From an optimization exercise on the open Yosys and OpenROAD flow, aimed at small area; shortcuts taken in it are not production practice. Where RTL was checked, it was by simulation tests only, not by an equivalence proof against the original. Only the layout flow was run in runs 2 and 7; the RTL was not checked for function there. Power figures rest on the tool's default switching activity, not on a simulated workload.

$ cat design/flow/run.sh
#!/bin/bash
# synth_recipe.tcl (not shown) runs the flow's synth.tcl, then flattens the netlist and writes it again
# the make line also repeats each setting of config.mk as NAME=value (left out here)
make -C /OpenROAD-flow-scripts/flow DESIGN_CONFIG=/design/flow/config.mk WORK_HOME=/design/flow/orfs CLKGATE_MAP_FILE= SYNTH_SCRIPT=/design/flow/synth_recipe.tcl finish
$ cat design/flow/config.mk
export PLATFORM = sky130hd
export DESIGN_NAME = crt
export DESIGN_NICKNAME = crt
export VERILOG_FILES = /design/flow/design.v
export SDC_FILE = /design/flow/constraint.sdc
export NUM_CORES = 4
export LEC_CHECK = 0
export CAP_MARGIN = 20
export CORE_MARGIN = 2
export CORE_UTILIZATION = 40
export SLEW_MARGIN = 20
$ cat design/flow/constraint.sdc
create_clock -name core_clock -period 7.5 [get_ports {clk}]
set_input_delay 1.5000 -clock core_clock [delete_from_list [all_inputs] [get_ports {clk}]]
set_output_delay 1.5000 -clock core_clock [all_outputs]
set_load 0.01 [all_outputs]
$ cat design/flow/design.v
module crt_address_decoder(addr, cs, q);
localparam WIDTH = 4;
localparam OUTPUT_WIDTH = {1'b1, {WIDTH{1'b0}}};
input [WIDTH-1:0] addr;
input cs;
output [OUTPUT_WIDTH-1:0] q;
reg [OUTPUT_WIDTH-1:0] m;
assign q = m & {OUTPUT_WIDTH{cs}};
always @(addr)
begin
	case(addr)
	default: m = 16'b0;
	4'h0: m = 16'b0000000000000001;
	4'h1: m = 16'b0000000000000010;
	4'h2: m = 16'b0000000000000100;
	4'h3: m = 16'b0000000000001000;
	4'h4: m = 16'b0000000000010000;
	4'h5: m = 16'b0000000000100000;
	4'h6: m = 16'b0000000001000000;
	4'h7: m = 16'b0000000010000000;
	4'h8: m = 16'b0000000100000000;
	4'h9: m = 16'b0000001000000000;
	4'hA: m = 16'b0000010000000000;
	4'hB: m = 16'b0000100000000000;
	4'hC: m = 16'b0001000000000000;
	4'hD: m = 16'b0010000000000000;
	4'hE: m = 16'b0100000000000000;
	4'hF: m = 16'b1000000000000000;
	endcase
end
endmodule
module crt_register(clk, reset, resetvalue, cs, we, value, data);
parameter WIDTH = 16;
input wire clk;
input wire reset;
input wire [WIDTH-1:0] resetvalue;
input wire cs;
input wire we;
output reg [WIDTH-1:0] value;
input wire [WIDTH-1:0] data;
wire cs_wr = cs & we;
wire [WIDTH-1:0] write_mux = cs_wr ? data : value;
wire [WIDTH-1:0] value_mux = reset ? resetvalue : write_mux;
always @(posedge clk)
begin	
	value <= value_mux;
end
endmodule
module crt(
	input clk,
	input reset,
	input cs,
	input we,
	input [3:0] addr,
	input [15:0] data_in,
	output [15:0] data_out,
	output irq,
	output vs,
	output hs,
	output ven,
	output [2:0] clksel,
	output [31:0] pixaddr
);
wire addr_cr, addr_ia, addr_ir, addr_ic;
wire addr_sh, addr_sl, addr_fh, addr_fl; 
wire addr_ve, addr_vf, addr_vv, addr_vb;
wire addr_he, addr_hf, addr_hv, addr_hb;
localparam [15:0] T_HS = 16'd44;		 
localparam [15:0] T_HB = 16'd148;		 
localparam [15:0] T_HV = 16'd1920;	 
localparam [15:0] T_HF = 16'd88;		 
localparam [15:0] T_VS = 16'd5;		 
localparam [15:0] T_VB = 16'd36;		 
localparam [15:0] T_VV = 16'd540;	 
localparam [15:0] T_VF = 16'd4;		 
localparam [15:0] INIT_HB = (T_HS);
localparam [15:0] INIT_HV = (T_HS + T_HB);
localparam [15:0] INIT_HF = (T_HS + T_HB + T_HV);
localparam [15:0] INIT_HE = (T_HS + T_HB + T_HV + T_HF - 16'd1);
localparam [15:0] INIT_VB = (T_VS);
localparam [15:0] INIT_VV = (T_VS + T_VB);
localparam [15:0] INIT_VF = (T_VS + T_VB + T_VV);
localparam [15:0] INIT_VE = (T_VS + T_VB + T_VV + T_VF - 16'd1);
localparam [15:0] INIT_IC = 16'd0;
localparam [15:0] INIT_IR = 16'd0;
localparam [15:0] INIT_CR = 16'h0002;
localparam [15:0] INIT_SL = 16'h0080;
localparam [15:0] INIT_SH = 16'h0000;
localparam [15:0] INIT_FL = 16'h0000;
localparam [15:0] INIT_FH = 16'h0001;
localparam [15:0] INIT_IRQ = 16'h0000;
wire [15:0] address_decode;
crt_address_decoder addr_decode(
	.addr(addr),
	.cs(cs),
	.q(address_decode)
);
assign {
	addr_cr, addr_ia, addr_ir, addr_ic,
	addr_sh, addr_sl, addr_fh, addr_fl,
	addr_ve, addr_vf, addr_vv, addr_vb,
	addr_he, addr_hf, addr_hv, addr_hb
} = address_decode;
wire irq_set;
wire [15:0] irqout;
wire [15:0] irq_set_data;
wire video_interlaced;
reg [15:0] currentrow;
reg [15:0] currentcol;
reg [31:0] currentaddr;
reg currentfield;
wire [15:0] hbporch, hvideo, hfporch, hend;
wire [15:0] vbporch, vvideo, vfporch, vend;
wire [15:0] irqc, irqr;
wire [15:0] control;
wire [31:0] startaddr;
wire [31:0] stride;
wire [31:0] row2row = (hend - hvideo) + stride;
wire [31:0] startaddr2 = startaddr + row2row;
wire [31:0] nextstartaddr = currentfield ? startaddr2 : startaddr;
wire [15:0] hend2 = {1'b0, hend[15:1]};
wire [15:0] hendv = video_interlaced ? hend2 : hend;
crt_register #(.WIDTH(16)) reg_hb(
	.clk(clk),
	.reset(reset),
	.resetvalue(INIT_HB),
	.cs(addr_hb),
	.we(we),
	.value(hbporch),
	.data(data_in)
);
crt_register #(.WIDTH(16)) reg_hv(
	.clk(clk),
	.reset(reset),
	.resetvalue(INIT_HV),
	.cs(addr_hv),
	.we(we),
	.value(hvideo),
	.data(data_in)
);
crt_register #(.WIDTH(16)) reg_hf(
	.clk(clk),
	.reset(reset),
	.resetvalue(INIT_HF),
	.cs(addr_hf),
	.we(we),
	.value(hfporch),
	.data(data_in)
);
crt_register #(.WIDTH(16)) reg_he(
	.clk(clk),
	.reset(reset),
	.resetvalue(INIT_HE),
	.cs(addr_he),
	.we(we),
	.value(hend),
	.data(data_in)
);
crt_register #(.WIDTH(16)) reg_vb(
	.clk(clk),
	.reset(reset),
	.resetvalue(INIT_VB),
	.cs(addr_vb),
	.we(we),
	.value(vbporch),
	.data(data_in)
);
crt_register #(.WIDTH(16)) reg_vv(
	.clk(clk),
	.reset(reset),
	.resetvalue(INIT_VV),
	.cs(addr_vv),
	.we(we),
	.value(vvideo),
	.data(data_in)
);
crt_register #(.WIDTH(16)) reg_vf(
	.clk(clk),
	.reset(reset),
	.resetvalue(INIT_VF),
	.cs(addr_vf),
	.we(we),
	.value(vfporch),
	.data(data_in)
);
crt_register #(.WIDTH(16)) reg_ve(
	.clk(clk),
	.reset(reset),
	.resetvalue(INIT_VE),
	.cs(addr_ve),
	.we(we),
	.value(vend),
	.data(data_in)
);
crt_register #(.WIDTH(16)) reg_ic(
	.clk(clk),
	.reset(reset),
	.resetvalue(INIT_IC),
	.cs(addr_ic),
	.we(we),
	.value(irqc),
	.data(data_in)
);
crt_register #(.WIDTH(16)) reg_ir(
	.clk(clk),
	.reset(reset),
	.resetvalue(INIT_IR),
	.cs(addr_ir),
	.we(we),
	.value(irqr),
	.data(data_in)
);
crt_register #(.WIDTH(16)) reg_cr(
	.clk(clk),
	.reset(reset),
	.resetvalue(INIT_CR),
	.cs(addr_cr),
	.we(we),
	.value(control),
	.data(data_in)
);
crt_register #(.WIDTH(16)) reg_sl(
	.clk(clk),
	.reset(reset),
	.resetvalue(INIT_SL),
	.cs(addr_sl),
	.we(we),
	.value(stride[15:0]),
	.data(data_in)
);
crt_register #(.WIDTH(16)) reg_sh(
	.clk(clk),
	.reset(reset),
	.resetvalue(INIT_SH),
	.cs(addr_sh),
	.we(we),
	.value(stride[31:16]),
	.data(data_in)
);
crt_register #(.WIDTH(16)) reg_fl(
	.clk(clk),
	.reset(reset),
	.resetvalue(INIT_FL),
	.cs(addr_fl),
	.we(we),
	.value(startaddr[15:0]),
	.data(data_in)
);
crt_register #(.WIDTH(16)) reg_fh(
	.clk(clk),
	.reset(reset),
	.resetvalue(INIT_FH),
	.cs(addr_fh),
	.we(we),
	.value(startaddr[31:16]),
	.data(data_in)
);
crt_register #(.WIDTH(16)) reg_ia(
	.clk(clk),
	.reset(reset | (we & addr_ia)),
	.resetvalue(INIT_IRQ),
	.cs(irq_set),
	.we(irq_set),
	.value(irqout),
	.data(irq_set_data)
);
wire irq_enabled = control[15];
wire hsync_invert = control[14];
wire vsync_invert = control[13];
assign video_interlaced = control[1];
wire video_enabled = ~control[0];
wire [2:0] clk_select = control[7:5];
wire is_currentcol_0 = (currentcol == 1'b0);
wire is_currentcol_ge_hvideo = (currentcol >= hvideo);
wire is_currentcol_lt_hbporch = (currentcol < hbporch);
wire is_currentcol_lt_hfporch = (currentcol < hfporch);
wire is_currentcol_hfporch = (currentcol == hfporch);
wire is_currentcol_hendv = (currentcol == hendv);
wire is_currentcol_hend = (currentcol == hend);
wire is_currentrow_0 = (currentrow == 1'b0);
wire is_currentrow_ge_vvideo = (currentrow >= vvideo);
wire is_currentrow_lt_vbporch = (currentrow < vbporch);
wire is_currentrow_lt_vfporch = (currentrow < vfporch);
wire is_currentrow_vfporch = (currentrow == vfporch);
wire is_currentrow_vend = (currentrow == vend);
wire in_start = is_currentrow_0 & is_currentcol_0;
wire in_end = is_currentrow_vfporch & is_currentcol_hfporch;
wire in_restart_addr = (in_start | in_end);
wire in_hsync = is_currentcol_lt_hbporch;
wire in_hvideo = is_currentcol_ge_hvideo & is_currentcol_lt_hfporch;
wire in_hend = (video_interlaced & is_currentrow_vend &
	is_currentcol_hendv) | is_currentcol_hend;
wire in_vsync = is_currentrow_lt_vbporch;
wire in_vvideo = is_currentrow_ge_vvideo && is_currentrow_lt_vfporch;
wire in_vend = is_currentcol_hendv & is_currentrow_vend;
wire irq_rowmatch = (currentrow == irqr);
wire irq_colmatch = (currentcol == irqc);
wire irq_match = irq_rowmatch & irq_colmatch;
assign irq_set = irq_match & irq_enabled;
assign irq_set_data = 16'b1;
wire in_video = in_hvideo & in_vvideo;
wire [15:0] nextcol = currentcol + 1'b1;
wire [15:0] nextrow = currentrow + 1'b1;
wire [31:0] nextpixeladdr = currentaddr + 1'b1;
wire [31:0] nextrowaddr = currentaddr + stride;
assign hs = in_hsync ^ hsync_invert;
assign vs = in_vsync ^ vsync_invert;
assign ven = in_video & video_enabled;
assign clksel = clk_select;
assign pixaddr = currentaddr;
assign irq = irqout[0];
wire rd = ~we;
assign data_out =
	({16{addr_cr & rd}} & control) |
	({16{addr_ir & rd}} & irqr) |
	({16{addr_ic & rd}} & irqc) |
	({16{addr_sh & rd}} & stride[31:16]) |
	({16{addr_sl & rd}} & stride[15:0]) |
	({16{addr_fh & rd}} & startaddr[31:16]) |
	({16{addr_fl & rd}} & startaddr[15:0]) |
	({16{addr_ve & rd}} & vend) |
	({16{addr_vf & rd}} & vfporch) |
	({16{addr_vv & rd}} & vvideo) |
	({16{addr_vb & rd}} & vbporch) |
	({16{addr_he & rd}} & hend) |
	({16{addr_hf & rd}} & hfporch) |
	({16{addr_hv & rd}} & hvideo) |
	({16{addr_hb & rd}} & hbporch);
always @(posedge clk)
begin
	currentfield <= (reset | ~in_vend) ? (currentfield & ~reset)
		: ((currentfield & video_interlaced) ^ video_interlaced);
	currentaddr <= (reset | in_restart_addr) ? nextstartaddr :
		(in_hend & in_vvideo) ? nextrowaddr :
		in_video ? nextpixeladdr :
		currentaddr;
	currentrow <= (reset | in_vend) ? 1'b0 : 
		in_hend ? nextrow :
		currentrow;
	currentcol <= (reset | in_hend) ? 1'b0 :
		nextcol;
end
endmodule
==> impl_results.md, run 1 <==
- R2R Setup Slk: a little under 1 ns
- Gpl congestion: 1.072
- Largest register FFs: 32
- H-Tree Depth: 2
- CTS tree: done
- Die Span Y: 234.3 um
- Type of the worst setup path: register to register
- Cell count after synthesis: approximately 2,700
- Post-CTS setup buffer count: 0
- Fin crit period: 6.540 ns
- Footprint of the multi-input gates: between 0.01 and 0.015 mm2
- Die Wd: approximately 230 um
- Min-delay worst type: register to register
- Clk Latency, worst-skew pair: 0.57 ns
- Mean area per synthesized cell: 7.830 um2
- Worst r2r path cells: 19
- Worst Path Required: 7.94 ns
- Final WL: 95,230 um
- Clock Tree Buf Depth: 3
- Total Power: 4.253 mW
- Post-layout util: 45.73%
- Final Worst Setup Slack: 0.9603 ns
- Static Leakage: 9.381 nW
- Fin area: ~0.024 mm2
- Share of layout cells above drive strength 1: 5.336%
- Setup violators final: 0
- Status: timing/DRC/antenna clean
- Total track usage: 34.69%
- Starting Density: 40.44%
- Pre-CTS WS: ~1.1 ns
- Slowest cell on the critical path: nor4_2
- Commonest non-fill, non-tap cell in the layout: nand2_1
- DIE AREA: 0.05488 mm2
- Routed len/inst: roughly 28 um
- CP Launch Type: register
- Initial antenna violation count: 2
- Slew @ Worst Pin: 1.173 ns
- CTS clock-pin slew for the worst setup and hold paths: around 0.060 ns
- M2 GR Usage: 52.69%
- Dpl hpwl: 70,310 um
- Rel. slew slack: 21.55%
- Biggest area consumer among synthesized cells: dfxtp_1
- Critical hold path startpoint: reg_cr.value[3]
- Worst EP arrival: 6.98 ns
- IO Port Bufs: 78
- Top Usage Layer GRT: met2
- Area Growth Syn to Fin: 13.07%
- Synth top area share: about a quarter
- Cts repair resizes: 0
- Final period util: a little under 90%
- Placed Area: 0.02262 mm2
- Largest net degree at the start of global routing: 110
- Fin. Hold Viols: 0
- CP max stage delay: 0.81 ns
- Global Route met3 Usage: 6.688%
- Via density per instance: between 6 and 7
- DRT iter0 DRCs: 2,593
- Syn Nets: 2,943
- Sequential area share after synthesis: 30.39%
- Synth top area cells: dfxtp_1, ha_1, nand2_1
- Hold EP: reg_cr.value[3]
- Final count of pins violating max slew: 0
- Post-synth top flop: dfxtp_1
- CTS Sinks: between 300 and 400
- # IOs: 79
- Post-DRT Antenna Nets: 0
- FF-to-FF Start: reg_cr.value[1]
- Hold path depth: 2
- Pre-Repair DR Iteration Count: 6
- Total grt overflow: 0
- Yosys cell types: 84
- Most frequent cells in the layout: nand2_1, a21oi_1, dfxtp_1, inv_1, ha_1
- Vias in the first global route: 19,450
- Peak supply drop: 156.8 uV
- Final Non-Filler Cells: 3,445
- Register bank with the most flops: currentaddr
- Fill count: 5,161
- Global-route wire length before repair: approximately 140,000 um
- Pwr/cell area: approximately 180 mW/mm2
- Root Buffer: clkbuf_16
- R2r endpoint: currentaddr[30]
- Post-synth design cell area: 0.02121 mm2
- FFs w/ async S/R, synth: 0%
- Vias: 20,930
- Unrepaired setup endpoints after global routing: no
- Hold Buf Count CTS: 0
- Core area: approximately 0.052 mm2
- Drc violations: 0
- Setup TNS: 0 ns
- Max cap viols: 0
- Layout net count: 2,960
- CP Max Fanout: 33
- Number of synthesized flops with an enable pin: 32
- Cts bufs inserted: 39
- Area occupied by registers: about 0.0064 mm2
- Row count: 84
- DP Cell Count: 3,373
- Critical Path, Cell by Cell: mux2i_1 > xnor2_1 > nor4_2 > nand4_1 > o21ai_2 > buf_4 > nor4b_4 > buf_4 > nand2_1 > fa_1 > nand2b_1 > a21oi_1 > o211ai_2 > o21ai_2 > a311oi_2 > o41a_2 > o21ai_1 > mux2i_1 > o311a_1
- Crit. End Element: register
- F_max: 152.9 MHz
- Skew final: ~0.017 ns
- Final Hold Slack: between 0.4 and 0.5 ns
- Yosys Warn Count: 3
- Seq cells post-synth: 306
- GRT met1 Usage: 45.47%
[how the worst max path moves through the flow]
stage                     depth (start not counted)  slack [ns]              end            start
after global placement                           19        0.70  currentaddr[26]  reg_cr.value[1]
after detailed placement                         19        1.12  currentaddr[26]  reg_cr.value[1]
after global routing                             19        0.77  currentaddr[26]  reg_cr.value[1]
after CTS                                        19        1.10  currentaddr[26]  reg_cr.value[1]
after floorplan                                  18        2.55  currentaddr[30]  reg_hv.value[2]
final                                            19        0.96  currentaddr[30]  reg_cr.value[1]
[Yosys cell counts, types with 18 or more instances]
master	instances
a211o_1	21
a21o_1	55
a21oi_1	309
a221oi_1	18
a22oi_1	65
and2_1	36
and3_1	32
clkbuf_1	131
dfxtp_1	274
edfxtp_1	32
fa_1	34
ha_1	176
inv_1	190
mux2i_1	34
nand2_1	549
nand2b_1	21
nand3_1	30
nand4_1	43
nor2_1	144
nor3_1	22
nor4_1	18
o21ai_0	65
xnor2_1	121
xor2_1	47
[report_power, final]
group          internal, mW  switching, mW
Sequential             1.70         0.0470
Combinational         0.188          0.305
Clock                  1.22          0.792
Total                  3.11           1.14
[area by class of cell]
type | instances | area share, %
multi-input cells | 2064 | 56.28
flip-flops and latches | 306 | 26.89
diodes | 2 | 0.02087
clock inverters | 10 | 0.5269
clock buffers | 60 | 5.087
repair buffers | 124 | 4.617
inverters | 191 | 2.990
well taps | 688 | 3.589
[critical path, delay by kind of cell, from the launching register on]
| family | cells | cell delay (ns) |
|---|---|---|
| AOI/OAI and AO/OA | 8 | 2.06 |
| and+or+nand+nor | 5 | 1.64 |
| DFF | 1 | 0.75 |
| buffers and inverters | 2 | 0.67 |
| muxes | 2 | 0.54 |
| adders and majority gates | 1 | 0.47 |
| xor gates and xnor gates | 1 | 0.22 |
[cells by family after synthesis]
kind of cell	synth area share, %
flops	30.39
mux	1.658
xor+xnor	7.014
compound gates	20.45
fa+ha+maj	13.59
simple gates	20.74
buf+inv	6.164
[layer usage]
layer / up-vias / part of all wire [%]
met1: 10010 / 41
met5: - / 0.014
met3: 291 / 9.8
li1: 9433 / -
met4: 2 / 7.0
met2: 1193 / 42
==> run 2: changes to the inputs <==
==> design/flow/design.v (replaced) <==
module crt(
	input clk,
	input reset,
	input cs,
	input we,
	input [3:0] addr,
	input [15:0] data_in,
	output [15:0] data_out,
	output irq,
	output vs,
	output hs,
	output ven,
	output [2:0] clksel,
	output [31:0] pixaddr
);
reg [15:0] hb, hv, hf, he, vb, vv, vf, ve;
reg [15:0] fl, fh, sl, sh, ic, ir, cr;
reg [15:0] col, row;
reg [31:0] pa;
reg field;
reg irq_r;
wire wr = cs & we;
wire [15:0] d0 = data_in & {16{~reset}};	 
wire [15:0] d1 = data_in | {16{reset}};		 
function [15:0] pick;
	input [15:0] rv;
	begin
		pick = (d1 & rv) | (d0 & ~rv);
	end
endfunction
wire [15:0] wsel;
genvar k;
generate for (k = 0; k < 16; k = k + 1) begin : dec
	assign wsel[k] = reset | (wr & (addr == k));
end endgenerate
always @(posedge clk) begin
	if (wsel[4'h0]) hb <= pick(16'd44);
	if (wsel[4'h1]) hv <= pick(16'd192);
	if (wsel[4'h2]) hf <= pick(16'd2112);
	if (wsel[4'h3]) he <= pick(16'd2199);
	if (wsel[4'h4]) vb <= pick(16'd5);
	if (wsel[4'h5]) vv <= pick(16'd41);
	if (wsel[4'h6]) vf <= pick(16'd581);
	if (wsel[4'h7]) ve <= pick(16'd584);
	if (wsel[4'h8]) fl <= pick(16'h0000);
	if (wsel[4'h9]) fh <= pick(16'h0001);
	if (wsel[4'hA]) sl <= pick(16'h0080);
	if (wsel[4'hB]) sh <= pick(16'h0000);
	if (wsel[4'hC]) ic <= pick(16'd0);
	if (wsel[4'hD]) ir <= pick(16'd0);
	if (wsel[4'hF]) cr <= pick(16'h0002);
end
reg [15:0] rd;
always @(*) begin
	case (addr)
	4'h0: rd = hb;
	4'h1: rd = hv;
	4'h2: rd = hf;
	4'h3: rd = he;
	4'h4: rd = vb;
	4'h5: rd = vv;
	4'h6: rd = vf;
	4'h7: rd = ve;
	4'h8: rd = fl;
	4'h9: rd = fh;
	4'hA: rd = sl;
	4'hB: rd = sh;
	4'hC: rd = ic;
	4'hD: rd = ir;
	4'hE: rd = 16'h0000;
	default: rd = cr;
	endcase
end
assign data_out = rd;
wire interlaced = cr[1];
function lt16;	 
	input [15:0] a, b;
	integer i;
	reg c;
	begin
		c = 1'b0;
		for (i = 0; i < 16; i = i + 1)
			c = (~a[i] & b[i]) | (~(a[i] ^ b[i]) & c);
		lt16 = c;
	end
endfunction
wire col_lt_hb = lt16(col, hb);
wire col_lt_hv = lt16(col, hv);
wire col_lt_hf = lt16(col, hf);
wire row_lt_vb = lt16(row, vb);
wire row_lt_vv = lt16(row, vv);
wire row_lt_vf = lt16(row, vf);
wire col_0 = ~|col;
wire row_0 = ~|row;
wire col_hf = (col == hf);
wire col_he = (col == he);
wire col_he2 = (col == {1'b0, he[15:1]});
wire col_ic = (col == ic);
wire row_vf = (row == vf);
wire row_ve = (row == ve);
wire row_ir = (row == ir);
wire in_hvideo = ~col_lt_hv & col_lt_hf;
wire in_vvideo = ~row_lt_vv & row_lt_vf;
wire in_video = in_hvideo & in_vvideo;
wire in_hend = col_he | (interlaced & row_ve & col_he2);
wire in_vend = row_ve & (interlaced ? col_he2 : col_he);
wire restart = (row_0 & col_0) | (row_vf & col_hf);
wire ld = reset | restart;
wire sf = ld & field;
wire rowinc = in_hend & in_vvideo;
wire [31:0] xa = ld ? {fh, fl} : pa;
wire [31:0] ya = (ld ? field : rowinc) ? {sh, sl} : 32'd0;
wire [31:0] za = sf ? ({16'd0, he} + {16'hffff, ~hv}) : 32'd0;
wire ci = sf | (~ld & ~rowinc & in_video);
wire [31:0] pa_next = xa + ya + za + {31'd0, ci};
always @(posedge clk) begin
	pa <= pa_next;
	field <= reset ? 1'b0 : in_vend ? (interlaced & ~field) : field;
	row <= (reset | in_vend) ? 16'd0 : row + {15'd0, in_hend};
	col <= (reset | in_hend) ? 16'd0 : col + 16'd1;
	irq_r <= ~reset & ~(wr & (addr == 4'hE)) & (irq_r | (cr[15] & row_ir & col_ic));
end
assign hs = col_lt_hb ^ cr[14];
assign vs = row_lt_vb ^ cr[13];
assign ven = in_video & ~cr[0];
assign clksel = cr[7:5];
assign pixaddr = pa;
assign irq = irq_r;
endmodule
==> impl_results.md, run 2 <==
- Vias in the first global route: 13,230
- CTS clock-pin slew for the worst setup and hold paths: 0.07 ns
- Mean area per synthesized cell: 11.31 um2
- Pwr/cell area: 231.5 mW/mm2
- Fin area: 0.02046 mm2
- Clk Latency, worst-skew pair: 0.55 ns
- Post-CTS setup buffer count: 0
- Total track usage: 26.54%
- Layout net count: 1,844
- Synth top area share: 40.70%
- Cts repair resizes: 0
- CP Launch Type: register
- Skew final: 0.02183 ns
- Final WL: 62,100 um
- Final Worst Setup Slack: 1.298 ns
- DIE AREA: 0.04597 mm2
- CTS Sinks: 306
- Sequential area share after synthesis: 48.16%
- Post-DRT Antenna Nets: 0
- Buf+Inv Stages, Crit Path: 3
- Slew @ Worst Pin: 1.087 ns
- Vias: 13,480
- Register bank with the most flops: pa
- Die Span Y: roughly 210 um
- DRT iter0 DRCs: 1,485
- Static Leakage: slightly below 8 nW
- Gpl congestion: between 0.9 and 1
- Final Hold Slack: roughly 0.56 ns
- Levels on crit path: 21
- Global-route wire length before repair: 89,740 um
- IO Port Bufs: 78
- Peak supply drop: about 110 uV
- Clock Tree Buf Depth: 3
- Biggest area consumer among synthesized cells: edfxtp_1
- Initial antenna violation count: 1
- Via density per instance: a little under 6
- Sw Ratio: 28.04%
- Syn Nets: roughly 1,800
- Clk pwr share: 39.1%
- Commonest non-fill, non-tap cell in the layout: edfxtp_1
- Fin. Hold Viols: 0
- Die Wd: roughly 210 um
- Cell with the most instances after synthesis: edfxtp_1
- Worst Path Required: a little under 8 ns
- # IOs: 79
- Yosys Warn Count: 1
- Hold Buf Count CTS: 0
- Final count of pins violating max slew: 0
- Starting Density: between 40% and 50%
- Placed Area: 0.01920 mm2
- Post-synth top flop: edfxtp_1
- H-Tree Depth: 2
- Pre-CTS WS: 1.373 ns
- CTS tree: done
- Critical Path, Cell by Cell: inv_1 > ha_1 > nand4_1 > nor4_1 > and3_1 > or2_2 > buf_4 > and2_1 > nand2_1 > fa_1 > inv_1 > ha_1 > o21ai_1 > o211ai_1 > a41oi_1 > o21ai_1 > nand4_2 > a21boi_2 > a2111oi_2 > o41ai_2 > xnor2_1
- CP Max Fanout: 36
- Setup TNS: 0 ns
- Setup violators final: 0
- Pint: roughly 3.4 mW
- Status: timing/DRC/antenna clean
- Top post-synthesis cells by count: edfxtp_1, ha_1, xnor2_1
- Type of the worst setup path: register to register
- Root Buffer: clkbuf_16
- Switch Pwr: 1.328 mW
- FFs w/ async S/R, synth: 0%
- Number of synthesized flops with an enable pin: 240
- Slowest cell on the critical path: dfxtp_1
- Largest register FFs: 32
- Comb power frac: 15.6%
- Delay-heaviest family, CP: compound AO/OA/AOI/OAI gates
- Rel. slew slack: 27.37%
- Row count: 77
- CP max stage delay: 0.63 ns
- F_max: 161.2 MHz
- Routed len/inst: approximately 27 um
- Worst r2r path cells: 21
- Pre-Repair DR Iteration Count: 6
- Total grt overflow: 0
- Drc violations: 0
- Dpl hpwl: 47,790 um
- Yosys cell types: 65
- Hold path depth: 2
- Core area: 0.04393 mm2
- Max cap viols: 0
- Synth top area cells: edfxtp_1, ha_1, dfxtp_1
- Area Growth Syn to Fin: 15.54%
- Final period util: 82.69%
- Crit. End Element: register
- Sequential fraction of design power: 45.3%
- Min-delay worst type: register to register
- Cts bufs inserted: 36
- Cell count after synthesis: roughly 1,600
- Most frequent cells in the layout: edfxtp_1, ha_1, xnor2_1, inv_1, nor2_1
- Unrepaired setup endpoints after global routing: no
- Post-synth design cell area: between 0.015 and 0.02 mm2
- Fin crit period: 6.202 ns
- Total Power: about 4.7 mW
- Seq cells post-synth: 306
- Share of layout cells above drive strength 1: 8.493%
- Worst EP arrival: 6.62 ns
- Largest net degree at the start of global routing: 46
run 2: worst paths after layout:
check	start	end	slack (ns)
worst max-delay path	col[11]	pa[31]	1.30
worst min-delay path	irq_r	irq_r	0.56
worst max register to register	col[11]	pa[31]	1.30
worst min register to register	irq_r	irq_r	0.56
run 2: per-stage QoR:
stage               instances  util (%)
global placement         2197     43.68
global route             2264     46.57
detailed placement       2198     43.71
CTS                      2264     46.56
floorplan                1566         -
finish                   2265     46.57
run 2: final cells by class:
type / instances / area (um2)
Tap cell: 592 / 740.7
Antenna cell: 1 / 2.502
Multi-Input combinational cell: 1076 / 8499
Sequential cell: 306 / 8528
Clock inverter: 23 / 262.8
Fill cell: 4037 / 23470
Clock buffer: 43 / 989.7
Timing Repair Buffer: 107 / 997.2
Inverter: 117 / 439.2
run 2: tightest hold or removal path, delay by kind of cell, from the launching register on:
kind,cells,cell delay (ns)
flops,1,0.34
simple gates,2,0.17
run 2: power by group through the flow:
stage / logic (mW) / registers (mW) / clock network, mW
2_1_floorplan: 0.444 / 2.10 / 0
3_3_place_gp: 0.720 / 2.18 / 0
3_5_place_dp: 0.726 / 2.18 / 0
4_1_cts: 0.732 / 2.14 / 1.87
5_1_grt: 0.802 / 2.15 / 1.94
6_report: 0.739 / 2.15 / 1.85
run 2: cells by family after synthesis:
| group | after synthesis | synth area share (%) |
|---|---|---|
| fa+ha+maj | 176 | 13.83 |
| mux | 35 | 2.007 |
| flops | 306 | 48.16 |
| simple gates | 382 | 10.87 |
| xor+xnor | 148 | 7.320 |
| buf+inv | 184 | 4.133 |
| compound gates | 335 | 13.67 |
run 2: layer usage:
layer	share of wire [%]	vias up	track usage, %
met5	0.019	-	0
met4	5.2	2	12.92
met3	8.1	155	3.816
met2	45	703	41.49
met1	41	6657	36.29
li1	-	5966	-
==> run 3: changes to the inputs <==
--- a/design/flow/design.v
+++ b/design/flow/design.v
@@ -109,10 +109,40 @@
 wire sf = ld & field;
 wire rowinc = in_hend & in_vvideo;
 wire [31:0] xa = ld ? {fh, fl} : pa;
-wire [31:0] ya = (ld ? field : rowinc) ? {sh, sl} : 32'd0;
-wire [31:0] za = sf ? ({16'd0, he} + {16'hffff, ~hv}) : 32'd0;
+wire ysel = ld ? field : rowinc;
+wire [31:0] ya = {32{ysel}} & {sh, sl};
+wire [31:0] wa = {{16{sf}}, {16{sf}} & he};
+wire [15:0] na = {16{sf}} & ~hv;
 wire ci = sf | (~ld & ~rowinc & in_video);
-wire [31:0] pa_next = xa + ya + za + {31'd0, ci};
+wire [31:0] s1 = xa ^ ya ^ wa;
+wire [32:0] c1 = {(xa & ya) | (xa & wa) | (ya & wa), ci};
+wire [31:0] n2 = {16'd0, na};
+wire [31:0] s2 = s1 ^ c1[31:0] ^ n2;
+wire [32:0] c2 = {(s1 & c1[31:0]) | (s1 & n2) | (c1[31:0] & n2), 1'b0};
+function [31:0] bk_add;
+	input [31:0] a, b;
+	reg [31:0] g, p, G, P;
+	reg [31:0] gn, pn;
+	integer i, d;
+	begin
+		g = a & b;
+		p = a ^ b;
+		G = g;
+		P = p;
+		for (d = 1; d < 32; d = d * 2)
+			for (i = 2 * d - 1; i < 32; i = i + 2 * d) begin
+				G[i] = G[i] | (P[i] & G[i - d]);
+				P[i] = P[i] & P[i - d];
+			end
+		for (d = 8; d >= 1; d = d / 2)
+			for (i = 3 * d - 1; i < 32; i = i + 2 * d) begin
+				G[i] = G[i] | (P[i] & G[i - d]);
+				P[i] = P[i] & P[i - d];
+			end
+		bk_add = p ^ {G[30:0], 1'b0};
+	end
+endfunction
+wire [31:0] pa_next = bk_add(s2, c2[31:0]);
 always @(posedge clk) begin
 	pa <= pa_next;
 	field <= reset ? 1'b0 : in_vend ? (interlaced & ~field) : field;
--- a/design/flow/config.mk
+++ b/design/flow/config.mk
@@ -8,4 +8,6 @@
 export CAP_MARGIN = 20
 export CORE_MARGIN = 2
 export CORE_UTILIZATION = 40
+export CTS_BUF_LIST = sky130_fd_sc_hd__clkbuf_4
+export CTS_CLUSTER_SIZE = 20
 export SLEW_MARGIN = 20
==> impl_results.md, run 3 <==
- Status: timing/DRC/antenna clean
- Setup TNS: 0 ns
- Cell with the most instances after synthesis: edfxtp_1
- Worst Path Required: between 8 and 9 ns
- Die Span Y: roughly 210 um
- Hold path depth: 2
- Synth top area cells: edfxtp_1, ha_1, dfxtp_1
- Drc violations: 0
- Post-CTS setup buffer count: 0
- Setup violators final: 0
- Rel. slew slack: between 20% and 30%
- DIE AREA: 0.04542 mm2
- Critical hold path startpoint: irq_r
- Min-delay worst type: register to register
- Final Hold Slack: 0.5042 ns
- Total grt overflow: 0
- Final period util: roughly 93%
- Comb power frac: 15.0%
- Sequential fraction of design power: 49.0%
- Initial antenna violation count: 1
- Cts bufs inserted: 87
- Post-synth top flop: edfxtp_1
- Commonest non-fill, non-tap cell in the layout: edfxtp_1
- Routed len/inst: 28.34 um
- DRT iter0 DRCs: about 1,600
- H-Tree Depth: 3
- Largest register FFs: 32
- Gpl congestion: 0.9996
- Biggest area consumer among synthesized cells: edfxtp_1
- WL met3: just under 6000 um
- Yosys Warn Count: 1
- Final count of pins violating max slew: 0
- Root Buffer: clkbuf_4
- Placed Area: 0.01915 mm2
- FF-to-FF Start: row[5]
- FFs w/ async S/R, synth: 0%
- Number of synthesized flops with an enable pin: 240
- Sw Ratio: about 30%
- Row count: 76
- Most frequent cells in the layout: edfxtp_1, ha_1, clkbuf_4, inv_1, a22oi_1
- Cts repair resizes: 0
- Mean area per synthesized cell: 11.82 um2
- Final WL: 64,850 um
- Layout net count: about 1,900
- Fin area: between 0.02 and 0.025 mm2
- Cell count after synthesis: 1,480
- Synth top area share: roughly two fifths
- Max cap viols: 0
- Final Non-Filler Cells: roughly 2,300
- Global-route wire length before repair: 92,700 um
- Met2 WL: 29,190 um
- Metal-1 WL: roughly 26,000 um
- Skew final: 0.05349 ns
- Clk Latency, worst-skew pair: ~0.8 ns
- Dpl hpwl: 49,720 um
- R2R Setup Slk: 0.52 ns
- DP Cell Count: 2,126
- CTS Sinks: roughly 300
- Post-synth design cell area: 0.01749 mm2
- Register bank with the most flops: pa
- Pint: 3.101 mW
- IO Port Bufs: 78
- Pre-Repair DR Iteration Count: 6
- CP Max Fanout: 7
- Total track usage: 29.08%
- Core area: 0.04308 mm2
- Type of the worst setup path: register to register
- Largest net degree at the start of global routing: 46
- Sequential area share after synthesis: 48.76%
- Crit. End Element: register
- # IOs: 79
- Yosys cell types: 57
- Hold Buf Count CTS: 0
- CTS clock-pin slew for the worst setup and hold paths: approximately 0.060 ns
- Slew @ Worst Pin: 1.151 ns
- Top post-synthesis cells by count: edfxtp_1, ha_1, inv_1
- Area Growth Syn to Fin: 15.95%
- Die Wd: 213.1 um
- CTS tree: done
- Top sig layer: met4
- Static Leakage: 7.915 nW
- Vias: 13,350
- Fin. Hold Viols: 0
- Hold EP: irq_r
- Worst r2r path cells: 25
- Switch Pwr: 1.301 mW
- R2r endpoint: pa[31]
- F_max: 143.3 MHz
- Share of layout cells above drive strength 1: 14.75%
- Starting Density: between 40 and 50%
- Syn Nets: around 1,700
- Vias in the first global route: 13,570
- Peak supply drop: 121.4 uV
- Unrepaired setup endpoints after global routing: no
- Clk pwr share: 36.0%
- Post-DRT Antenna Nets: 0
- CP Launch Type: register
- Clock Tree Buf Depth: 3
- Worst EP arrival: 7.60 ns
- Pwr/cell area: 217.0 mW/mm2
- Fin crit period: 6.977 ns
- Seq cells post-synth: 306
- Via density per instance: 5.835
[run 3: how the worst max path moves through the flow]
stage	startpoint	end	slack (ns)	depth (start not counted)
3_5_place_dp	reset	pa[31]	0.25	23
4_1_cts	row[5]	pa[31]	0.36	25
3_3_place_gp	reset	pa[31]	0.31	23
5_1_grt	row[7]	pa[31]	0.09	25
2_1_floorplan	reset	pa[31]	0.74	25
6_report	row[5]	pa[31]	0.52	25
[run 3: layout make-up]
cell class	count	area (um2)
well taps	585	732.0
clock buffers	136	1021
clock inverters	25	97.59
multi-input cells	976	8262
fillers	3935	22790
flip-flops and latches	306	8528
inverters	132	495.5
diodes	1	2.502
repair buffers	127	1144
[run 3: critical path: stages (launching register included)]
cell,delay [ns]
dfxtp_1,0.48
inv_1,0.20
ha_1,0.31
o211a_1,0.15
a221o_1,0.36
a311oi_1,0.21
a211oi_1,0.12
a311oi_2,0.25
buf_4,0.20
a31o_2,0.22
and2_1,0.17
fa_1,0.43
fa_1,0.49
ha_1,0.31
a211oi_1,0.35
o21ai_1,0.23
a311o_1,0.38
a31o_2,0.29
o311ai_2,0.37
a31oi_1,0.18
a211oi_1,0.32
fa_1,0.26
xnor2_1,0.13
xnor2_1,0.16
xnor2_1,0.16
xnor2_1,0.09
[run 3: per-layer routing]
metal | track usage, % | up-vias
li1 | - | 5801
met1 | 37.25 | 6603
met2 | 45.30 | 766
met3 | 6.913 | 181
met4 | 16.33 | 0
met5 | 0 | -
[run 3: through the flow]
| step | power (mW) | setup WS [ns] | utilization (%) |
|---|---|---|---|
| 6_report | 4.402 | 0.5233 | 47.08 |
| 5_1_grt | 4.585 | 0.09184 | 47.08 |
| 4_1_cts | 4.422 | 0.3603 | 47.06 |
| 3_5_place_dp | 2.835 | 0.2465 | 44.46 |
| 3_3_place_gp | 2.831 | 0.3137 | 44.46 |
| 2_1_floorplan | 2.462 | 0.7400 | - |
[run 3: power by group through the flow]
stage | logic, mW | registers (mW) | clock network (mW)
2_1_floorplan | 0.363 | 2.10 | 0
3_3_place_gp | 0.642 | 2.19 | 0
3_5_place_dp | 0.648 | 2.19 | 0
4_1_cts | 0.654 | 2.15 | 1.62
5_1_grt | 0.715 | 2.16 | 1.71
6_report | 0.661 | 2.16 | 1.58
[run 3: kinds of logic after synthesis]
kind of cell	Yosys count	share of synthesized area (%)
AO/OA/AOI/OAI	276	11.44
adder cells (fa/ha/maj)	202	17.07
multiplexers	32	1.910
flip-flops	306	48.76
XOR/XNOR	126	6.309
AND/OR/NAND/NOR	340	10.02
buffers and inverters	198	4.492
==> run 4: changes to the inputs <==
--- a/design/flow/config.mk
+++ b/design/flow/config.mk
@@ -7,7 +7,8 @@
 export LEC_CHECK = 0
 export CAP_MARGIN = 20
 export CORE_MARGIN = 2
-export CORE_UTILIZATION = 40
-export CTS_BUF_LIST = sky130_fd_sc_hd__clkbuf_4
+export CORE_UTILIZATION = 50
+export CTS_BUF_LIST = sky130_fd_sc_hd__clkbuf_8
+export CTS_CLUSTER_DIAMETER = 50
 export CTS_CLUSTER_SIZE = 20
 export SLEW_MARGIN = 20
==> impl_results.md, run 4 <==
- Status: timing/DRC/antenna clean
- Crit. End Element: register
- Main combinational cell family by area after synthesis: adder cells
- Cell count after synthesis: 1,480
- Unrepaired setup endpoints after global routing: no
- Type of the worst setup path: register to register
- Static Leakage: 7.703 nW
- Diode count: 0
- CP Max Fanout: 6
- H-Tree Depth: 2
- Setup TNS: 0 ns
- Mean area per synthesized cell: 11.82 um2
- Commonest non-fill, non-tap cell in the layout: edfxtp_1
- Skew final: about 0.036 ns
- Fin. Hold Viols: 0
- Starting Density: about half
- Rel. slew slack: a little under a quarter
- Post-synth design cell area: 0.01749 mm2
- Most frequent cells in the layout: edfxtp_1, ha_1, inv_1, a22oi_1, clkdlybuf4s50_1
- Hold Buf Count CTS: 0
- Final period util: 93.88%
- Yosys cell types: 57
- Biggest area consumer among synthesized cells: edfxtp_1
- Yosys Warn Count: 1
- Routed len/inst: 31.15 um
- Top post-synthesis cells by count: edfxtp_1, ha_1, inv_1
- Core area: 0.03446 mm2
- Footprint of the multi-input gates: roughly 0.0083 mm2
- Final Worst Setup Slack: around 0.46 ns
- Area Growth Syn to Fin: 13.87%
- Mux cell area share after synthesis: under 10%
- R2R Setup Slk: 0.46 ns
- Cts repair resizes: 0
- # IOs: 79
- Final WL: 64,460 um
- Post-synth top flop: edfxtp_1
- Pre-Repair DR Iteration Count: 5
- Peak supply drop: roughly 110 uV
- Setup violators final: 0
- Area occupied by registers: 0.008528 mm2
- Worst EP arrival: about 7.5 ns
- CTS clock-pin slew for the worst setup and hold paths: 0.09 ns
- Seq cells post-synth: 306
- Worst Path Required: 7.96 ns
- DP Cell Count: 1,997
- Root Buffer: clkbuf_8
- Clock Tree Buf Depth: 3
- Final Hold Slack: 0.5948 ns
- Post-DRT Antenna Nets: 0
- Share of layout cells above drive strength 1: 11.28%
- Synth top area share: 41.20%
- Total track usage: 36.33%
- Vias in the first global route: 12,960
- Fin crit period: 7.041 ns
- Cts bufs inserted: 39
- Largest net degree at the start of global routing: 46
- Synth top area cells: edfxtp_1, ha_1, dfxtp_1
- Dpl hpwl: 49,440 um
- Synth Area in XOR/XNOR: approximately 6.3%
- Gpl congestion: 0.9853
- Register bank with the most flops: pa
- Fill count: between 2,000 and 3,000
- Synth Area in Compound Gates: 11.44%
- CTS tree: done
- Die Span Y: 191.0 um
- FFs w/ async S/R, synth: 0%
- Initial antenna violation count: 2
- Row count: 68
- Total grt overflow: 0
- Via density per instance: 6.307
- Post-CTS setup buffer count: 0
- F_max: 142.0 MHz
- Simple-gate share of the synthesized area: 10.02%
- Min-delay worst type: register to register
- Drc violations: 0
- Final count of pins violating max slew: 0
- Global-route wire length before repair: 92,710 um
- CP Launch Type: register
- Pwr/cell area: 213.7 mW/mm2
- Vias: 13,050
- Syn Nets: 1,706
- CTS Sinks: about 310
- Number of synthesized flops with an enable pin: 240
- Pre-CTS WS: 0.3851 ns
- Sequential area share after synthesis: 48.76%
- Die Wd: 191.0 um
- Synth Area in Adders: 17.07%
- Layout net count: about 1,800
- Cell with the most instances after synthesis: edfxtp_1
- Final Non-Filler Cells: 2,069
- DIE AREA: 0.03650 mm2
- Total Power: 4.257 mW
- Max cap viols: 0
- Largest register FFs: 32
- Slew @ Worst Pin: 1.157 ns
- DRT iter0 DRCs: roughly 1,600
- IO Port Bufs: between 70 and 80
- Clk Latency, worst-skew pair: 0.62 ns
[run 4: stage by stage]
stage          utilization [%]  instance area, um2
6_report                 57.80               19920
4_1_cts                  57.80               19920
5_1_grt                  57.80               19920
2_1_floorplan                -               17490
3_3_place_gp             55.16               19010
3_5_place_dp             55.16               19010
[run 4: path summary, 6_finish.rpt]
| kind | start | endpoint | cells after the start |
|---|---|---|---|
| max | row[8] | pa[31] | 26 |
| min | irq_r | irq_r | 2 |
| max reg2reg | row[8] | pa[31] | 26 |
| min reg2reg | irq_r | irq_r | 2 |
[run 4: cell type report]
class | count | area share (%)
clock inverters | 30 | 1.658
well taps | 455 | 2.858
multi-input cells | 976 | 41.50
repair buffers | 128 | 5.779
inverters | 132 | 2.488
clock buffers | 42 | 2.902
flip-flops and latches | 306 | 42.82
[run 4: logic make-up (layout without fill, tap and decap cells)]
family,after synthesis,in the layout
and+or+nand+nor,340,340
DFF,306,306
AOI/OAI and AO/OA,276,276
adders and majority gates,202,202
buffers and inverters,198,332
xor gates and xnor gates,126,126
muxes,32,32
[run 4: worst max-delay path, cell delays in order, from the launching register on]
cell	delay (ns)
dfxtp_1	0.59
inv_1	0.17
ha_1	0.22
a211oi_1	0.24
nand3_1	0.18
a311oi_1	0.31
a211oi_1	0.13
a311oi_2	0.26
buf_4	0.20
a31o_2	0.22
and2_1	0.17
fa_1	0.44
fa_1	0.50
ha_1	0.31
a211oi_1	0.36
o21ai_1	0.22
a311o_1	0.40
a31o_2	0.29
o311ai_1	0.29
buf_4	0.17
a31oi_1	0.10
a211oi_1	0.31
fa_1	0.25
xnor2_1	0.13
xnor2_1	0.16
xnor2_1	0.16
xnor2_1	0.09
[run 4: where the power goes]
group	total [mW]	switching, mW	internal [mW]
registers	2.15	0.165	1.99
clock network	1.45	0.795	0.653
logic	0.655	0.368	0.287
[run 4: layer usage]
| metal | GRT usage [%] | wire length (um) | up-vias |
|---|---|---|---|
| met3 | 7.527 | 6233 | 163 |
| met1 | 48.16 | 25330 | 6485 |
| li1 | - | - | 5644 |
| met2 | 57.55 | 29530 | 756 |
| met5 | 0 | 11 | - |
| met4 | 16.46 | 3362 | 2 |
==> run 5: changes to the inputs <==
--- a/design/flow/config.mk
+++ b/design/flow/config.mk
@@ -8,7 +8,7 @@
 export CAP_MARGIN = 20
 export CORE_MARGIN = 2
 export CORE_UTILIZATION = 50
-export CTS_BUF_LIST = sky130_fd_sc_hd__clkbuf_8
-export CTS_CLUSTER_DIAMETER = 50
-export CTS_CLUSTER_SIZE = 20
+export CTS_BUF_LIST = sky130_fd_sc_hd__clkbuf_16
+export CTS_CLUSTER_DIAMETER = 80
+export CTS_CLUSTER_SIZE = 40
 export SLEW_MARGIN = 20
==> impl_results.md, run 5 <==
- Status: timing/DRC/antenna clean
- Diode count: 0
- Layout net count: 1,789
- CP Launch Type: register
- Fin area: ~0.020 mm2
- Clk Latency, worst-skew pair: 0.55 ns
- Global-route wire length before repair: 91,840 um
- Yosys Warn Count: 1
- FF-to-FF Start: row[14]
- CP Max Fanout: 6
- Final Hold Slack: 0.6020 ns
- Cell count after synthesis: 1,480
- CTS tree: done
- Hold path depth: 2
- Syn Nets: 1,706
- Crit. End Element: register
- Placed Area: 0.01901 mm2
- Post-synth top flop: edfxtp_1
- Cts repair resizes: 0
- Min-delay worst type: register to register
- Final Non-Filler Cells: 2,030
- Pre-Repair DR Iteration Count: 8
- Hold EP: irq_r
- DIE AREA: 0.03650 mm2
- Routed len/inst: 31.53 um
- Clock Tree Buf Depth: 3
- Setup violators final: 0
- Commonest non-fill, non-tap cell in the layout: edfxtp_1
- Comb power frac: 16.1%
- # IOs: 79
- Total grt overflow: 0
- Die Span Y: roughly 190 um
- Rel. slew slack: 22.72%
- Static Leakage: approximately 7.6 nW
- Skew final: 0.03431 ns
- Critical hold path startpoint: irq_r
- Area Growth Syn to Fin: 12.76%
- H-Tree Depth: 1
- Via density per instance: about 6.4
- Area occupied by registers: 0.008528 mm2
- Peak supply drop: 196.5 uV
- Final Worst Setup Slack: ~0.48 ns
- Largest register FFs: 32
- R2R Setup Slk: between 0.4 and 0.5 ns
- Starting Density: 50.76%
- Worst r2r path cells: 26
- Cts bufs inserted: 19
- Pre-CTS WS: 0.3851 ns
- Seq cells post-synth: approximately 300
- Clk pwr share: 30.9%
- F_max: roughly 140 MHz
- Number of synthesized flops with an enable pin: 240
- Final count of pins violating max slew: 0
- Post-CTS setup buffer count: 0
- Final WL: 64,010 um
- Worst EP arrival: 7.43 ns
- Pint: 2.836 mW
- Worst Path Required: 7.91 ns
- Drc violations: 0
- Root Buffer: clkbuf_16
- Share of layout cells above drive strength 1: 9.143%
- Vias in the first global route: roughly 13,000
- FFs w/ async S/R, synth: 0%
- Biggest area consumer among synthesized cells: edfxtp_1
- Total Power: approximately 4 mW
- Pwr/cell area: between 200 and 250 mW/mm2
- Gpl congestion: 0.9853
- R2r endpoint: pa[31]
- CTS clock-pin slew for the worst setup and hold paths: 0.11 ns
- Fill count: 2,912
- Sw Ratio: 30.26%
- Core area: between 0.03 and 0.04 mm2
- Row count: 68
- Dpl hpwl: 49,440 um
- Largest net degree at the start of global routing: 46
- Mean area per synthesized cell: 11.82 um2
- Total track usage: between 30% and 40%
- Most frequent cells in the layout: edfxtp_1, ha_1, inv_1, a22oi_1, clkdlybuf4s50_1
- CTS Sinks: 306
- Top post-synthesis cells by count: edfxtp_1, ha_1, inv_1
- IO Port Bufs: slightly below 80
- Die Wd: 191.0 um
- Switch Pwr: roughly 1.2 mW
- Post-synth design cell area: between 0.015 and 0.02 mm2
- Fin. Hold Viols: 0
- Sequential fraction of design power: 53.0%
- Slew @ Worst Pin: 1.157 ns
- Final period util: 93.61%
- Yosys cell types: 57
- Post-DRT Antenna Nets: 0
- Type of the worst setup path: register to register
- Max cap viols: 0
- DRT iter0 DRCs: 1,643
- Hold Buf Count CTS: 0
- Sequential area share after synthesis: 48.76%
- Initial antenna violation count: 3
- Cell with the most instances after synthesis: edfxtp_1
- Synth top area share: 41.20%
- Fin crit period: ~7 ns
- Register bank with the most flops: pa
- Unrepaired setup endpoints after global routing: no
- DP Cell Count: 1,997
- Setup TNS: 0 ns
- Post-layout util: 57.24%
- Footprint of the multi-input gates: 0.008265 mm2
- Synth top area cells: edfxtp_1, ha_1, dfxtp_1
- Vias: 12,950
## run 5: critical path, cell delays in order (launching register included)
cell and delay, ns:
dfxtp_1 0.47, inv_1 0.16, ha_1 0.35, a211oi_1 0.24, nand3_1 0.18, a311oi_1 0.31
a211oi_1 0.13, a311oi_2 0.27, buf_4 0.20, a31o_2 0.22, and2_1 0.17, fa_1 0.44
fa_1 0.50, ha_1 0.31, a211oi_1 0.36, o21ai_1 0.22, a311o_1 0.40, a31o_2 0.29
o311ai_1 0.29, buf_4 0.18, a31oi_1 0.10, a211oi_1 0.31, fa_1 0.25, xnor2_1 0.13
xnor2_1 0.16, xnor2_1 0.16, xnor2_1 0.09
## run 5: how the worst max path moves through the flow
stage,startpoint,endpoint,cells past startpoint
detailed placement,reset,pa[31],24
global route,row[14],pa[31],26
global placement,reset,pa[31],24
CTS,row[14],pa[31],26
floorplan,reset,pa[31],25
finish,row[14],pa[31],26
## run 5: kinds of logic after synthesis
group           count (synthesis)  synth area share (%)
fa+ha+maj                     202                 17.07
mux                            32                 1.910
buf+inv                       198                 4.492
xor+xnor                      126                 6.309
compound gates                276                 11.44
flops                         306                 48.76
simple gates                  340                 10.02
## run 5: metal layers
layer  vias to the layer above  global-route usage, %  part of all wire [%]
met5                         -                      0                 0.037
li1                       5591                      -                     -
met3                       160                  6.829                   9.6
met2                       763                  57.02                    45
met1                      6430                  47.69                    39
met4                         4                  16.43                   5.6
## run 5: cell type report
cell class,count,area share (%)
Clock inverter,14,1.212
Sequential cell,306,43.24
Inverter,132,2.512
Tap cell,455,2.886
Clock buffer,19,2.411
Timing Repair Buffer,128,5.836
Multi-Input combinational cell,976,41.91
## run 5: power by group through the flow
stage	logic (mW)	registers, mW	clock network, mW
after detailed placement	0.642	2.18	0
after CTS	0.648	2.15	1.28
final	0.655	2.15	1.26
after floorplan	0.363	2.10	0
after global placement	0.638	2.19	0
after global routing	0.713	2.16	1.32
==> run 6: changes to the inputs <==
==> design/flow/flow/run.sh (new file) <==
#!/bin/bash
# Standard ORFS layout (the standard.sh, unchanged synthesis) with three changes:
#  - ports are buffered with the smallest buffer (buf_1) instead of the default choice
#  - clock tree built without dummy loads
#  - clock tree buffers and clustering set below
set -euo pipefail
CTS="-sink_clustering_enable -repair_clock_nets -dont_use_dummy_load -sink_clustering_size 20 -sink_clustering_max_diameter 50 -buf_list sky130_fd_sc_hd__clkbuf_8"
bash standard.sh \
  "BUFFER_PORTS_ARGS=-buffer_cell sky130_fd_sc_hd__buf_1" \
  "CTS_ARGS=$CTS" \
  finish > flow_standard.log 2>&1
==> design/flow/standard.sh (new file) <==
#!/bin/bash
# synth_recipe.tcl (not shown) runs the flow's synth.tcl, then flattens the netlist and writes it again
# the make line also repeats each setting of config.mk as NAME=value (left out here)
make -C /OpenROAD-flow-scripts/flow DESIGN_CONFIG=/design/flow/config.mk WORK_HOME=/design/flow/orfs CLKGATE_MAP_FILE= SYNTH_SCRIPT=/design/flow/synth_recipe.tcl "${@:-finish}"
--- a/design/flow/config.mk
+++ b/design/flow/config.mk
@@ -8,7 +8,4 @@
 export CAP_MARGIN = 20
 export CORE_MARGIN = 2
 export CORE_UTILIZATION = 50
-export CTS_BUF_LIST = sky130_fd_sc_hd__clkbuf_16
-export CTS_CLUSTER_DIAMETER = 80
-export CTS_CLUSTER_SIZE = 40
 export SLEW_MARGIN = 20
removed: design/flow/run.sh
==> impl_results.md, run 6 <==
- Dpl hpwl: 48,190 um
- F_max: about 140 MHz
- Post-synth design cell area: approximately 0.017 mm2
- CP Max Fanout: 6
- Cts bufs inserted: 38
- Setup TNS: 0 ns
- Pwr/cell area: 198.8 mW/mm2
- Core area: between 0.03 and 0.04 mm2
- Critical hold path startpoint: col[9]
- IO Port Bufs: 78
- Initial antenna violation count: 1
- Number of synthesized flops with an enable pin: 240
- CTS tree: done
- CTS Sinks: between 300 and 400
- Mean area per synthesized cell: between 10 and 15 um2
- Via density per instance: 6.409
- Type of the worst setup path: register to register
- Drc violations: 0
- Total grt overflow: 0
- Worst r2r path cells: 26
- Biggest area consumer among synthesized cells: edfxtp_1
- Final WL: 63,260 um
- Slew @ Worst Pin: 1.255 ns
- Cell with the most instances after synthesis: edfxtp_1
- FF-to-FF Start: row[6]
- Share of layout cells above drive strength 1: 9.620%
- M2 GR Usage: between 50% and 60%
- Global-route wire length before repair: 90,800 um
- H-Tree Depth: 2
- Cell count after synthesis: 1,480
- Global Route met3 Usage: approximately 6.2%
- Cts repair resizes: 0
- FFs w/ async S/R, synth: 0%
- Peak supply drop: 148.3 uV
- Vias in the first global route: 13,180
- Total track usage: between 30% and 40%
- Fin crit period: 6.937 ns
- Die Span Y: 191.0 um
- Top Usage Layer GRT: met2
- Post-synth top flop: edfxtp_1
- Largest net degree at the start of global routing: 46
- Max cap viols: 0
- Hold Buf Count CTS: 0
- Syn Nets: 1,706
- Rel. slew slack: 16.13%
- Hold EP: col[9]
- Final count of pins violating max slew: 0
- Fin. Hold Viols: 0
- Synth top area cells: edfxtp_1, ha_1, dfxtp_1
- Routed len/inst: ~31 um
- Post-DRT Antenna Nets: 0
- Seq cells post-synth: between 300 and 400
- Yosys cell types: between 50 and 60
- Fin area: 0.01907 mm2
- Worst EP arrival: 7.39 ns
- R2R Setup Slk: 0.56 ns
- GRT met1 Usage: 47.65%
- Setup violators final: 0
- R2r endpoint: pa[31]
- Min-delay worst type: register to register
- Starting Density: 50.76%
- Clock Tree Buf Depth: 3
- Pre-Repair DR Iteration Count: 6
- Final period util: 92.50%
- Static Leakage: 7.320 nW
- Root Buffer: clkbuf_8
- Fill count: 3,030
- Unrepaired setup endpoints after global routing: no
- Skew final: 0.06175 ns
- Most frequent cells in the layout: edfxtp_1, ha_1, inv_1, a22oi_1, buf_1
- CP Launch Type: register
- DIE AREA: 0.03650 mm2
- Die Wd: 191.0 um
- Post-layout util: a little under three fifths
- Layout net count: 1,808
- Placed Area: 0.01853 mm2
- Final Hold Slack: 0.5453 ns
- Register bank with the most flops: pa
- Gpl congestion: 0.9958
- Hold path depth: 2
- Sequential area share after synthesis: 48.76%
- Clk Latency, worst-skew pair: approximately 0.6 ns
- DRT iter0 DRCs: 1,792
- Status: timing/DRC/antenna clean
- Commonest non-fill, non-tap cell in the layout: edfxtp_1
- Vias: 13,040
- Yosys Warn Count: 1
- Worst Path Required: 7.96 ns
- Crit. End Element: register
- Area Growth Syn to Fin: 9.034%
- Largest register FFs: 32
- CTS clock-pin slew for the worst setup and hold paths: about 0.090 ns
- Row count: 68
- Top post-synthesis cells by count: edfxtp_1, ha_1, inv_1
- Synth top area share: between 40% and 50%
- # IOs: 79
- Diode count: 0
- Post-CTS setup buffer count: 0
## run 6: changes by cell type in the layout (fill, tap and decap cells not counted), sizes merged
cell	change
clkinv	-5
bufinv	-1
inv	-8
buf	+76
clkdlybuf4s50	-77
clkbuf	+20
## run 6: layout make-up
cell class | count | area [um2] | share of cell area (%)
multi-input combinational | 976 | 8279 | 43.41
timing repair buffer | 128 | 676.9 | 3.549
sequential | 306 | 8528 | 44.72
clock buffer | 38 | 523.0 | 2.742
tap | 455 | 569.3 | 2.985
inverter | 132 | 495.5 | 2.598
## run 6: cell families (layout without fill, tap and decap cells)
logic type	Yosys count	after routing	synth area share, %
AND/OR/NAND/NOR	340	340	10.02
flip-flops	306	306	48.76
AO/OA/AOI/OAI	276	276	11.44
adder cells (fa/ha/maj)	202	202	17.07
buffers and inverters	198	298	4.492
XOR/XNOR	126	126	6.309
multiplexers	32	32	1.910
## run 6: report_power, final
group | switching, mW | internal, mW | leakage, nW
Combinational | 0.371 | 0.223 | 4.18
Clock | 0.597 | 0.450 | 0.273
Sequential | 0.160 | 1.99 | 2.87
## run 6: worst max-delay path by stage
| stage | start | endpoint | slack (ns) | cells past startpoint |
|---|---|---|---|---|
| 6_report | row[6] | pa[31] | 0.56 | 26 |
| 5_1_grt | row[6] | pa[31] | 0.23 | 26 |
| 4_1_cts | vv[6] | pa[31] | 0.58 | 25 |
| 3_5_place_dp | reset | pa[31] | 0.41 | 24 |
| 3_3_place_gp | reset | pa[31] | 0.45 | 24 |
| 2_1_floorplan | reset | pa[31] | 0.74 | 25 |
## run 6: worst max-delay path: stages, from the launching register on
cell and delay [ns]:
dfxtp_1 0.32, inv_1 0.17, ha_1 0.29, o211a_1 0.28
a221o_1 0.37, a311oi_1 0.21, a211oi_1 0.12, a311oi_2 0.25
buf_4 0.20, a31o_2 0.23, and2_1 0.17, fa_1 0.44
fa_1 0.49, ha_1 0.31, a211oi_1 0.36, o21ai_1 0.24
a311o_1 0.40, a31o_2 0.29, o311ai_1 0.28, buf_4 0.17
a31oi_1 0.11, a211oi_1 0.32, fa_1 0.25, xnor2_1 0.13
xnor2_1 0.15, xnor2_1 0.15, xnor2_1 0.09
## run 6: layer usage
layer | share of wire, % | vias to the layer above
met4 | 5.2 | 2
met5 | 0.021 | -
li1 | - | 5600
met2 | 45 | 830
met1 | 40 | 6432
met3 | 9.7 | 178
## run 6: stage by stage
| stage | power, mW | cells | worst slack [ns] |
|---|---|---|---|
| floorplan | 2.462 | 1480 | 0.7400 |
| global placement | 2.753 | 1996 | 0.4493 |
| detailed placement | 2.757 | 1996 | 0.4117 |
| CTS | 3.782 | 2034 | 0.5795 |
| global route | 3.912 | 2035 | 0.2309 |
| finish | 3.791 | 2035 | 0.5625 |
==> run 7: changes to the inputs <==
--- a/design/flow/design.v
+++ b/design/flow/design.v
@@ -80,23 +80,38 @@
 	begin
 		c = 1'b0;
 		for (i = 0; i < 16; i = i + 1)
-			c = (~a[i] & b[i]) | (~(a[i] ^ b[i]) & c);
+			c = (~a[i] & b[i]) | (~a[i] & c) | (b[i] & c);
 		lt16 = c;
+	end
+endfunction
+function [1:0] lteq16;
+	input [15:0] a, b;
+	reg [15:0] l, e;
+	integer i, w;
+	begin
+		l = ~a & b;
+		e = ~(a ^ b);
+		for (w = 1; w < 16; w = w * 2)
+			for (i = 0; i < 16; i = i + 2 * w) begin
+				l[i] = l[i + w] | (e[i + w] & l[i]);
+				e[i] = e[i + w] & e[i];
+			end
+		lteq16 = {l[0], e[0]};
 	end
 endfunction
 wire col_lt_hb = lt16(col, hb);
 wire col_lt_hv = lt16(col, hv);
-wire col_lt_hf = lt16(col, hf);
 wire row_lt_vb = lt16(row, vb);
 wire row_lt_vv = lt16(row, vv);
-wire row_lt_vf = lt16(row, vf);
 wire col_0 = ~|col;
 wire row_0 = ~|row;
-wire col_hf = (col == hf);
+wire col_lt_hf, col_hf;
+assign {col_lt_hf, col_hf} = lteq16(col, hf);
 wire col_he = (col == he);
 wire col_he2 = (col == {1'b0, he[15:1]});
 wire col_ic = (col == ic);
-wire row_vf = (row == vf);
+wire row_lt_vf, row_vf;
+assign {row_lt_vf, row_vf} = lteq16(row, vf);
 wire row_ve = (row == ve);
 wire row_ir = (row == ir);
 wire in_hvideo = ~col_lt_hv & col_lt_hf;
==> impl_results.md, run 7 <==
- Starting Density: 50.78%
- Share of layout cells above drive strength 1: 11.75%
- Fill count: 2,960
- Hold EP: irq_r
- Skew final: 0.08327 ns
- Main combinational cell family by area after synthesis: adder cells
- Simple-gate share of the synthesized area: roughly 11%
- FFs w/ async S/R, synth: 0%
- Worst EP arrival: 7.56 ns
- CP Launch Type: register
- Synth top area share: a little over two fifths
- CP max stage delay: 0.51 ns
- Fin. Hold Viols: 0
- Total grt overflow: 0
- Setup TNS: 0 ns
- Mean area per synthesized cell: 11.81 um2
- Peak supply drop: 125.0 uV
- Fin area: between 0.015 and 0.02 mm2
- Synth Area in Adders: between 10% and 20%
- CP Max Fanout: 28
- Yosys Warn Count: 1
- Post-layout util: 55.65%
- Unrepaired setup endpoints after global routing: no
- Final Non-Filler Cells: 1,989
- Seq cells post-synth: approximately 310
- Global-route wire length before repair: 82,740 um
- DRT iter0 DRCs: 1,708
- Syn Nets: 1,608
- Cell with the most instances after synthesis: edfxtp_1
- Largest net degree at the start of global routing: 46
- Fin crit period: 7.089 ns
- Slew @ Worst Pin: 1.206 ns
- Rel. slew slack: 19.33%
- Total track usage: 32.03%
- Crit. End Element: register
- Type of the worst setup path: register to register
- Clock Tree Buf Depth: 3
- F_max: between 100 and 150 MHz
- Most frequent cells in the layout: edfxtp_1, inv_1, a22oi_1, ha_1, xnor2_1
- IO Port Bufs: 78
- Sequential area share after synthesis: 50.08%
- Cts bufs inserted: 39
- Row count: 67
- Critical hold path startpoint: irq_r
- Diode count: 0
- Commonest non-fill, non-tap cell in the layout: edfxtp_1
- Register bank with the most flops: pa
- Worst r2r path cells: 33
- Dpl hpwl: between 40,000 and 50,000 um
- Post-synth top flop: edfxtp_1
- Core area: between 0.03 and 0.04 mm2
- Biggest area consumer among synthesized cells: edfxtp_1
- Slowest cell on the critical path: fa_1
- # IOs: 79
- Max cap viols: 0
- Pre-Repair DR Iteration Count: 8
- Total Power: 3.711 mW
- Final count of pins violating max slew: 0
- FF-to-FF Start: row[1]
- Die Wd: 188.5 um
- Layout net count: 1,709
- Hold Buf Count CTS: 0
- R2r endpoint: pa[31]
- Post-synth design cell area: 0.01703 mm2
- Via density per instance: 6.262
- Initial antenna violation count: 0
- Top post-synthesis cells by count: edfxtp_1, inv_1, a22oi_1
- Static Leakage: 6.944 nW
- Synth Area in Compound Gates: approximately an eighth
- Final WL: 57,020 um
- Largest register FFs: 32
- Hold path depth: 2
- Pwr/cell area: 198.9 mW/mm2
- Drc violations: 0
- Min-delay worst type: register to register
- CTS tree: done
- Area Growth Syn to Fin: 9.588%
- Placed Area: 0.01807 mm2
- Most frequent CP cell: a21oi_1
- R2R Setup Slk: 0.41 ns
- Vias: between 10,000 and 15,000
- Synth Area in XOR/XNOR: 6.481%
- DP Cell Count: 1,948
- Routed len/inst: 28.67 um
- Setup violators final: 0
- Worst Path Required: ~8.0 ns
- Mux cell area share after synthesis: 2.013%
- CTS clock-pin slew for the worst setup and hold paths: around 0.06 ns
- Final period util: 94.51%
- Root Buffer: clkbuf_8
- DIE AREA: 0.03555 mm2
- CTS Sinks: between 300 and 400
- Clk Latency, worst-skew pair: 0.60 ns
- H-Tree Depth: 2
- Number of synthesized flops with an enable pin: 240
- Cell count after synthesis: between 1,000 and 1,500
- Yosys cell types: 63
- Synth top area cells: edfxtp_1, dfxtp_1, fa_1
- Vias in the first global route: 12,450
- Status: timing/DRC/antenna clean
- Post-DRT Antenna Nets: 0
- Gpl congestion: 0.9414
- Die Span Y: 188.5 um
- CP Launch Point: row[1]
[run 7: cell count changes after synthesis, moves of 8 or more]
cell | before | now
clkbuf_1 | 44 | 54
nor2b_1 | 18 | 53
mux2i_1 | 21 | 5
maj3_1 | 0 | 9
o21ai_0 | 25 | 13
and2_1 | 13 | 0
nand2b_1 | 8 | 31
inv_2 | 1 | 9
mux2_2 | 11 | 26
o21a_1 | 17 | 5
inv_1 | 131 | 100
ha_1 | 141 | 81
nand2_1 | 54 | 45
[run 7: layout make-up]
class                   instances  area, um2  area share [%]
multi-input cells             952       7894           42.30
inverters                     110      412.9           2.213
clock buffers                  39      536.8           2.876
repair buffers                134      729.5           3.909
well taps                     448      560.5           3.004
flip-flops and latches        306       8528           45.70
[run 7: layer usage]
layer  wire [um]  track usage [%]  vias up
li1            -                -     5478
met1       22830            43.84     6115
met2       26450            50.69      721
met3        5154            5.681      141
met4        2585            13.16        0
met5           0                0        -
[run 7: how the worst max path moves through the flow]
stage                   to
global placement    pa[31]
floorplan           pa[31]
CTS                 pa[31]
finish              pa[31]
global route        pa[31]
detailed placement  pa[31]
[run 7: kinds of logic after synthesis]
| group | count (synthesis) |
|---|---|
| compound gates | 282 |
| xor+xnor | 126 |
| fa+ha+maj | 155 |
| buf+inv | 184 |
| flops | 306 |
| mux | 31 |
| simple gates | 358 |
[run 7: repair_timing]
action / 4_1_cts / 5_1_grt
endpoints found under the setup margin: 0 / 1
resized for setup: 0 / 3
buffers inserted: 0 / 0
[run 7: power breakdown]
part | leakage, nW | switching (mW) | internal (mW) | total (mW)
logic | 3.79 | 0.326 | 0.203 | 0.529
registers | 2.87 | 0.136 | 1.99 | 2.13
clock network | 0.280 | 0.595 | 0.461 | 1.06
[run 7: through the flow]
stage / hold slack [ns] / worst slack, ns
6_report: 0.5256 / 0.4114
5_1_grt: 0.5747 / 0.0008900
4_1_cts: 0.5295 / 0.2322
3_5_place_dp: 0.5182 / 0.1589
3_3_place_gp: 0.5140 / 0.2756
2_1_floorplan: 0.5103 / 0.4578
[run 7: critical path: cells and delay by family (launching register included)]
kind,cells,cell delay (ns)
AO/OA/AOI/OAI,15,2.94
adder cells (fa/ha/maj),4,1.70
buffers and inverters,6,0.78
AND/OR/NAND/NOR,4,0.59
XOR/XNOR,4,0.61
flip-flops,1,0.30

-- port drivers added, routing unchanged --
In the flow no input, the clock included, has a driving cell. The finished layouts below were timed again as built, in two steps. Step 1 assumes that a clkbuf_16 drives the clock port and a buf_2 every other input. Step 2 also shifts input and output timing later by t, the mid clock arrival at the registers, as if the neighbouring blocks saw the same clock. Three values: no drivers, after step 1, after step 2; two values: the first two.
run | shift t [ns] | setup slack, ns
run 1 | 0.619 | 0.960 / 0.960 / 0.960
run 2 | 0.592 | 1.298 / 1.298 / 1.298
run 3 | 0.805 | 0.523 / 0.523 / 0.372
run 4 | 0.645 | 0.459 / 0.459 / 0.370
run 5 | 0.587 | 0.479 / 0.479 / 0.380
run 6 | 0.615 | 0.563 / 0.563 / 0.408
run 7 | 0.607 | 0.411 / 0.411 / 0.304
After both steps every run listed still meets setup and hold.
